This design comes from an exercise in tuning for small area on the open sky130 flow, not from production work. No activity file was given, so power comes from the tool's default toggle rates.

## run A
// mem_iso_top
module mem_iso_top
#(
    parameter AXI_ID_WIDTH = 5,
    parameter AXI_ADDR_WIDTH = 33,
    parameter AXI_DATA_WIDTH = 128,
    parameter INCLUDE_BW_SHAPER_SEP = 1,
    parameter INCLUDE_BW_SHAPER_UNI = 0,
    parameter OUTSTANDING_WREQ = 8,
    parameter OUTSTANDING_RREQ = 8,
    parameter WTIMEOUT_CYCLES = 15,
    parameter BTIMEOUT_CYCLES = 15,
    parameter RTIMEOUT_CYCLES = 15,
    parameter TOKEN_COUNT_INT_WIDTH = 16,
    parameter TOKEN_COUNT_FRAC_WIDTH = 8,
    parameter SUM_RETIMING_STAGES = 1
)
(
    input wire [AXI_ID_WIDTH-1:0]           axi_s_awid,
    input wire [AXI_ADDR_WIDTH-1:0]         axi_s_awaddr,
    input wire [7:0]                        axi_s_awlen,
    input wire [2:0]                        axi_s_awsize,
    input wire [1:0]                        axi_s_awburst,
    input wire                              axi_s_awvalid,
    output wire                             axi_s_awready,
    input wire [AXI_DATA_WIDTH-1:0]         axi_s_wdata,
    input wire [(AXI_DATA_WIDTH/8)-1:0]     axi_s_wstrb,
    input wire                              axi_s_wlast,
    input wire                              axi_s_wvalid,
    output wire                             axi_s_wready,
    output wire [AXI_ID_WIDTH-1:0]          axi_s_bid,
    output wire [1:0]                       axi_s_bresp,
    output wire                             axi_s_bvalid,
    input wire                              axi_s_bready,
    input wire [AXI_ID_WIDTH-1:0]           axi_s_arid,
    input wire [AXI_ADDR_WIDTH-1:0]         axi_s_araddr,
    input wire [7:0]                        axi_s_arlen,
    input wire [2:0]                        axi_s_arsize,
    input wire [1:0]                        axi_s_arburst,
    input wire                              axi_s_arvalid,
    output wire                             axi_s_arready,
    output wire [AXI_ID_WIDTH-1:0]          axi_s_rid,
    output wire [AXI_DATA_WIDTH-1:0]        axi_s_rdata,
    output wire [1:0]                       axi_s_rresp,
    output wire                             axi_s_rlast,
    output wire                             axi_s_rvalid,
  ...
Size: ~6200 cells after synthesis, ~1400 flip-flops, roughly 950 I/O pins, roughly 62000 um2 of cells after synthesis.
make LEC_CHECK=0 ABC_AREA=1 CAP_MARGIN=20 CORE_MARGIN=2 CORE_UTILIZATION=40 SLEW_MARGIN=20 finish   # period 5.5 ns
run.sh (not shown) runs the stock make flow with config.mk's settings and CLKGATE_MAP_FILE= SYNTH_SCRIPT=/design/flow/synth_recipe.tcl, a recipe that flattens the netlist after the stock synthesis.
Changes in run B relative to run A:
# run A
export LEC_CHECK = 0
export ABC_AREA = 1
export CAP_MARGIN = 20
export CORE_MARGIN = 2
export CORE_UTILIZATION = 40
export SLEW_MARGIN = 20
create_clock -name core_clock -period 5.5 [get_ports {aclk}]
# run B
export LEC_CHECK = 0
export CAP_MARGIN = 20
export CORE_MARGIN = 2
export CORE_UTILIZATION = 40
export SLEW_MARGIN = 20
create_clock -name core_clock -period 5.5 [get_ports {aclk}]
==> flow/flow/run.sh (new file) <==
#!/bin/bash
set -euo pipefail
export BUFFER_PORTS_ARGS="-buffer_cell sky130_fd_sc_hd__buf_1"
export CTS_ARGS="-sink_clustering_enable -repair_clock_nets -dont_use_dummy_load -buf_list sky130_fd_sc_hd__clkbuf_4"
bash standard.sh > standard.log 2>&1
==> flow/standard.sh (new file) <==
#!/bin/bash
# synth_recipe.tcl (not shown) runs the flow's synth.tcl, then flattens the netlist and writes it again
# the make line also repeats each setting of config.mk as NAME=value (left out here)
make -C /OpenROAD-flow-scripts/flow DESIGN_CONFIG=/design/flow/config.mk WORK_HOME=/design/flow/orfs CLKGATE_MAP_FILE= SYNTH_SCRIPT=/design/flow/synth_recipe.tcl "${@:-finish}"
removed: flow/run.sh
## What came out
Run B vs run A: total number of vias down by a little under 10%. Clock-pin slew reported for the worst setup and hold paths after clock tree synthesis: run A vs run B — no meaningful difference. The full die area of run B falls short of that of run A by 3.4%. Of run B and run A, the run reporting the lower core box area was run B. Diff run A -> run B: share of post-route cells with drive strength above 1 grew by 10 points; simple-gate area share of the yosys netlist shrank by 9.7 points; power dissipated by switching net loads shrank by about 18%.
Modified inputs, run C compared to run B
==> flow/run.sh (new file) <==
#!/bin/bash
# synth_recipe.tcl (not shown) runs the flow's synth.tcl, then flattens the netlist and writes it again
# the make line also repeats each setting of config.mk as NAME=value (left out here)
make -C /OpenROAD-flow-scripts/flow DESIGN_CONFIG=/design/flow/config.mk WORK_HOME=/design/flow/orfs CLKGATE_MAP_FILE= SYNTH_SCRIPT=/design/flow/synth_recipe.tcl finish
removed: flow/flow/run.sh
removed: flow/standard.sh
Notes after the runs:
- Routed wire length (lower): run B
- Core utilization: run C higher than run B
- Synthesized area came out exactly the same in run C and run B.
- Run C — switching portion of total power 1.9 points lower, run B as reference
- Run C reports its highest-delay cell along the critical path as edfxtp_1 while run B reports or4_1.
- [compare] base=run B new=run C: critical path depth now sits higher; clock input transition at the sequential cells of the worst setup and hold paths now sits at about the same level.
- In run C relative to run B, post-layout instance count excluding filler cells had gone down by a few percent.
Inputs modified between run C and run D:
==> flow/flow/run.sh (new file) <==
#!/bin/bash
set -euo pipefail
export BUFFER_PORTS_ARGS="-buffer_cell sky130_fd_sc_hd__buf_1"
export CTS_ARGS="-sink_clustering_enable -repair_clock_nets -dont_use_dummy_load"
bash standard.sh > standard.log 2>&1
==> flow/standard.sh (new file) <==
#!/bin/bash
# synth_recipe.tcl (not shown) runs the flow's synth.tcl, then flattens the netlist and writes it again
# the make line also repeats each setting of config.mk as NAME=value (left out here)
make -C /OpenROAD-flow-scripts/flow DESIGN_CONFIG=/design/flow/config.mk WORK_HOME=/design/flow/orfs CLKGATE_MAP_FILE= SYNTH_SCRIPT=/design/flow/synth_recipe.tcl "${@:-finish}"
removed: flow/run.sh
Findings:
Against run C as the reference, run D delivers a lower share of final layout cell area taken by non-clock buffers. Run D vs. run C: number of gates resized after cts went down by 7. Status: maximum clock frequency parity (run D, run C). Summary: with run C as the reference, total power per unit cell area in run D moved up slightly. Total power (higher): run C. Run D vs. run C: area overhead of the layout relative to synthesis moved down; core utilization moved down. Looking at first element of the critical path, the verifier_inst.reg_arlen[1]$_DFFE_PP_ result is from run D; the verifier_inst.reg_awlen[1]$_DFFE_PP_ one comes from run C. Looking at slowest library cell on the worst path, the fa_1 result is from run D; the edfxtp_1 one comes from run C.
No run of this note included a check of the RTL's function; only the layout flow was run.

==> afterwards: timing with drivers on the ports <==
In the flow no input, the clock included, has a driving cell. The finished layouts below were timed again as built, in two steps. Step 1 sets driving cells, clkbuf_16 on the clock port and buf_2 on the other inputs (assumed; they add their load-dependent delay and slew). Step 2, shift: input delay + t, output delay - t, t = (earliest + latest rising clock arrival at the registers) / 2. This alone moves slack from input paths to output paths. Three values: ideal ports, drivers, drivers and shift; two values: the first two.
run	t (ns)	setup slack, ns	hold WS [ns]	clock arrival spread, ns	cell pins on the clock port's net
run A	0.868	0.423 / 0.340 / -0.161	0.411 / 0.411 / 0.411	0.052 / 0.052	1
run B	1.273	0.261 / 0.261 / -0.241	0.180 / 0.127 / 0.335	0.236 / 0.237	1
run C	0.855	0.214 / 0.214 / -0.501	0.392 / 0.392 / 0.392	0.061 / 0.061	1
run D	0.843	0.228 / 0.228 / -0.242	0.383 / 0.382 / 0.383	0.122 / 0.121	1
With both steps, setup timing fails in every run listed, where it was met with ideal ports. For run C, which loses most, drivers alone change the setup slack by 0.000 ns; drivers and shift together by -0.715 ns.
